Context: an optimization exercise on an open-source flow, tuned for small area, a short achievable clock period and few clock cycles per item. The choices shown serve that exercise and are no tape-out recipe.
Only simulation tests tie the RTL to the original design; equivalence was not proved.

==> flow/design.v <==
module joinC #(parameter N = 2)(
	input [N - 1 : 0] valid_in,
	output reg  [N - 1 : 0] ready_in,
	output valid_out,
	input ready_out
);
	assign valid_out = &valid_in; 
	reg[N - 1 : 0] singleValid;
	integer i, j;
	always @(*)begin
		for(i = 0; i < N; i = i + 1)begin
			singleValid[i] = 1;
			for(j = 0; j < N; j = j + 1)
				if(i != j)
					singleValid[i] = singleValid[i] & valid_in[j];
		end
		for(i = 0; i < N; i = i + 1)begin
			ready_in[i] = singleValid[i] & ready_out;
		end
	end
endmodule
module OEHB #(parameter INPUTS = 2,
		parameter OUTPUTS = 1,
		parameter DATA_IN_SIZE = 32,
		parameter DATA_OUT_SIZE = 32)
	(
		input clk,
		input rst,
		input [INPUTS * (DATA_IN_SIZE)- 1 : 0]data_in_bus,
		input [INPUTS - 1 : 0]valid_in_bus,
		output [INPUTS - 1 : 0] ready_in_bus,
		output [OUTPUTS * (DATA_OUT_SIZE) - 1 : 0]data_out_bus,
		output reg [OUTPUTS - 1 : 0]valid_out_bus,
		input 	[OUTPUTS - 1 : 0] ready_out_bus
);
	wire reg_en;
	reg [DATA_IN_SIZE - 1 : 0] data_reg;
	always@(posedge clk, posedge rst)
		if(rst)
			valid_out_bus[0] <= 0;
		else
			valid_out_bus[0] <= valid_in_bus[0] | ~ready_in_bus[0];
	always@(posedge clk, posedge rst)
		if(rst)
			data_reg <= 0;
		else if(reg_en)
			data_reg <= data_in_bus[0 * DATA_IN_SIZE +: DATA_IN_SIZE];
	assign data_out_bus[0 * DATA_OUT_SIZE +: DATA_OUT_SIZE] = data_reg;
	assign ready_in_bus[0] = ~valid_out_bus[0] | ready_out_bus[0];
	assign reg_en = ready_in_bus[0] & valid_in_bus[0];
endmodule
module sdiv_op #(parameter INPUTS = 2,
		parameter OUTPUTS = 1,
		parameter DATA_IN_SIZE = 32,
		parameter DATA_OUT_SIZE = 32)
		(
		input clk,
		input rst,
		input [INPUTS * (DATA_IN_SIZE)- 1 : 0]data_in_bus,
		input [INPUTS - 1 : 0]valid_in_bus,
		output [INPUTS - 1 : 0] ready_in_bus,
		output [OUTPUTS * (DATA_OUT_SIZE) - 1 : 0]data_out_bus,
		output [OUTPUTS - 1 : 0]valid_out_bus,
		input [OUTPUTS - 1 : 0] ready_out_bus
);
	localparam K    = 4;                  
	localparam K1   = 3;                  
	localparam NC   = 1 + (31 - K1 + K - 1) / K;   
	localparam CW   = (NC > 8) ? 4 : (NC > 4) ? 3 : (NC > 2) ? 2 : 1;
	localparam DW   = K1 + (NC - 1) * K;  
	function [5:0] clz;
		input [31:0] x;
		integer i;
		begin
			clz = 6'd32;
			for (i = 0; i < 32; i = i + 1)
				if (x[i]) clz = 6'd31 - i;
		end
	endfunction
	function [32:0] add32;
		input [31:0] x, y;
		input        cin;
		reg [31:0] g, p, G, P;
		reg [32:0] cy;
		integer i, l, w;
		begin
			g = x & y;
			p = x ^ y;
			G = g;
			P = p;
			for (l = 0; l < 5; l = l + 1) begin
				w = 1 << l;
				for (i = 31; i >= 0; i = i - 1)
					if (i % (2 * w) == 2 * w - 1) begin
						G[i] = G[i] | (P[i] & G[i - w]);
						P[i] = P[i] & P[i - w];
					end
			end
			for (l = 3; l >= 0; l = l - 1) begin
				w = 1 << l;
				for (i = 31; i >= 0; i = i - 1)
					if (i >= 3 * w - 1 && i % (2 * w) == w - 1) begin
						G[i] = G[i] | (P[i] & G[i - w]);
						P[i] = P[i] & P[i - w];
					end
			end
			cy[0] = cin;
			for (i = 0; i < 32; i = i + 1)
				cy[i + 1] = G[i] | (P[i] & cin);
			add32 = {cy[32], p ^ cy[31:0]};
		end
	endfunction
	reg        sa, sb;
	reg [30:0] ma, mb;
	reg f0, f1;           
	reg rdy0, rdy1;       
	reg          busy;
	reg          fin;     
	reg [CW-1:0] cnt;     
	reg [31:0]   rem;     
	reg [DW-1:0] dq;      
	reg [31:0]   dvs;     
	reg          dsn;     
	reg          neg;     
	reg [31:0] qout;
	reg        qvalid;
	assign ready_in_bus  = {rdy1, rdy0};
	assign data_out_bus  = qout;
	assign valid_out_bus = qvalid;
	wire start    = ~busy & f0 & f1;
	wire [31:0] ax   = {1'b0, ma};            
	wire [31:0] bx   = {1'b0, mb};            
	wire [31:0] amag = ax + sa;
	wire [32:0] adif = {1'b0, amag} + {1'b0, ~bx} + {32'd0, ~sb};    
	wire        sgn1 = (sa ^ sb) & adif[32];
	wire [31:0] dvd  = sgn1 ? adif[31:0] : amag;
	wire        apow = sa & ~|(ma[30:1] & ~ma[29:0]);    
	wire [6:0]  nb   = {1'b0, clz(bx)} - {1'b0, clz(ax)} + {6'd0, apow} + 7'd1;
	reg [CW-1:0] c1;      
	reg [30:0]   rem0;
	reg [DW-1:0] dq0;
	integer c;
	always @(*) begin
		c1 = NC - 1;
		for (c = NC - 1; c >= 1; c = c - 1)
			if (nb[6] || nb <= K1 + (c - 1) * K)        
				c1 = c - 1;
		rem0 = 31'd0;
		dq0  = {DW{1'b0}};
		for (c = 0; c < NC; c = c + 1)
			if (c1 == c) begin
				rem0 = dvd >> (K1 + c * K);
				dq0  = dvd << (DW - K1 - c * K);
			end
	end
	reg [31:0]   w;
	reg [DW-1:0] d;
	reg [31:0]   bv;
	reg          bs;
	reg          op;
	reg [32:0]   sum;
	integer j;
	always @(*) begin
		w  = rem;
		d  = dq;
		bv = dvs;
		bs = dsn;
		for (j = 0; j < K; j = j + 1) begin
			if (j == K - K1 && !busy) begin
				w  = {1'b0, rem0};
				d  = dq0;
				bv = bx;
				bs = sb;
			end
			op  = ~w[31];
			sum = add32({w[30:0], d[DW-1]}, bv ^ {32{op}}, op ^ bs);
			w   = sum[31:0];
			d   = {d[DW-2:0], ~w[31]};
		end
	end
	wire        last = busy ? ((cnt == 0) | fin) : (c1 == 0);
	wire        sgn  = busy ? neg : sgn1;
	wire [30:0] qf   = (busy & fin) ? dq[30:0] : d[30:0];    
	wire [31:0] res  = {1'b0, qf} ^ {32{sgn}};
	wire take    = start | busy;                   
	wire hold_o  = qvalid & ~ready_out_bus[0];     
	wire busy_n  = (take & ~last) | (take & last & hold_o);
	wire f0_n    = (~f0 | start) ? valid_in_bus[0] : f0;    
	wire f1_n    = (~f1 | start) ? valid_in_bus[1] : f1;
	always @(posedge clk, posedge rst)
		if (rst) begin
			f0 <= 1'b0; f1 <= 1'b0;
			busy <= 1'b0;
			qvalid <= 1'b0;
		end else begin
			f0 <= f0_n; f1 <= f1_n;
			busy <= busy_n;
			qvalid <= hold_o | (take & last);
		end
	always @(posedge clk) begin
		rdy0 <= ~f0_n | (f1_n & ~busy_n);
		rdy1 <= ~f1_n | (f0_n & ~busy_n);
	end
	always @(posedge clk) begin
		if (~f0 | start) begin                       
			sa <= data_in_bus[31];
			ma <= data_in_bus[30:0] ^ {31{data_in_bus[31]}};
		end
		if (~f1 | start) begin                       
			sb <= data_in_bus[63];
			mb <= data_in_bus[62:32] ^ {31{data_in_bus[63]}};
		end
		if (~hold_o) qout <= res;
		if (~busy) begin
			dvs <= bx;
			dsn <= sb;
			neg <= sgn1;
		end
		rem <= w;
		if (~(busy & fin)) dq <= d;
		fin <= last;
		if (start | busy) cnt <= busy ? cnt - 1'b1 : c1 - 1'b1;
	end
endmodule
==> flow/config.mk <==
export PLATFORM = sky130hd
export DESIGN_NAME = sdiv_op
export DESIGN_NICKNAME = sdiv_op
export VERILOG_FILES = /design/flow/design.v
export SDC_FILE = /design/flow/constraint.sdc
export NUM_CORES = 4
export LEC_CHECK = 0
export CAP_MARGIN = 20
export CORE_MARGIN = 2
export CORE_UTILIZATION = 40
export CTS_CLUSTER_DIAMETER = 120
export CTS_CLUSTER_SIZE = 24
export SLEW_MARGIN = 20
==> flow/constraint.sdc <==
create_clock -name core_clock -period 90.0 [get_ports {clk}]
set_input_delay 18.0000 -clock core_clock [delete_from_list [all_inputs] [get_ports {clk}]]
set_output_delay 18.0000 -clock core_clock [all_outputs]
set_load 0.01 [all_outputs]
standard.sh (not shown) runs the stock make flow with config.mk's settings and CLKGATE_MAP_FILE= SYNTH_SCRIPT=/design/flow/synth_recipe.tcl, a recipe that flattens the netlist after the stock synthesis.
==> flow/flow/run.sh <==
#!/bin/bash
# The standard layout, except that the port buffers are buf_2 cells
# rather than the cell buffer_ports picks by default (clkdlybuf4s50_1).
set -euo pipefail
export BUFFER_PORTS_ARGS="-buffer_cell sky130_fd_sc_hd__buf_2"
bash standard.sh > standard_make.log 2>&1
Testbench counts at the start, summed over its fixed seeds: cycles 5,387, items 2,400.
Then changed:
CTS_CLUSTER_DIAMETER = 100   (was 120)
CTS_CLUSTER_SIZE = 20   (was 24)
The new run produced a clean layout.
Design area went up by 0.69%.
Routed wire length went up by 0.41%.
Utilization went up by 0.31 points.
Setup slack loses 22 ps.
Hold slack loses 6.2 ps.
Non-clock buffer count is unchanged.

[re-timing with driven ports]
In the flow no input, the clock included, has a driving cell. The finished layouts below were timed again as built, in two steps. Step 1 (the two cells are an assumption about what drives the block):
set clk [get_ports {clk}]
set_driving_cell -lib_cell sky130_fd_sc_hd__clkbuf_16 $clk
set_driving_cell -lib_cell sky130_fd_sc_hd__buf_2 [delete_from_list [all_inputs] $clk]
Step 2, shift: input delay + t, output delay - t, t = (earliest + latest rising clock arrival at the registers) / 2. This alone moves slack from input paths to output paths. Slacks: ideal / step 1 / step 2; pairs: ideal / step 1.
run	t, ns	slack for setup (ns)	worst hold slack (ns)	pins driven straight from the clock port
the first run	0.564	70.951 / 70.897 / 70.777	0.543 / 0.543 / 0.543	1
the second run	0.586	70.929 / 70.874 / 70.756	0.537 / 0.537 / 0.537	1
After both steps setup and hold are still met in every run listed. For the first run, which loses most, drivers alone change the setup slack by -0.054 ns; drivers and shift together by -0.174 ns.
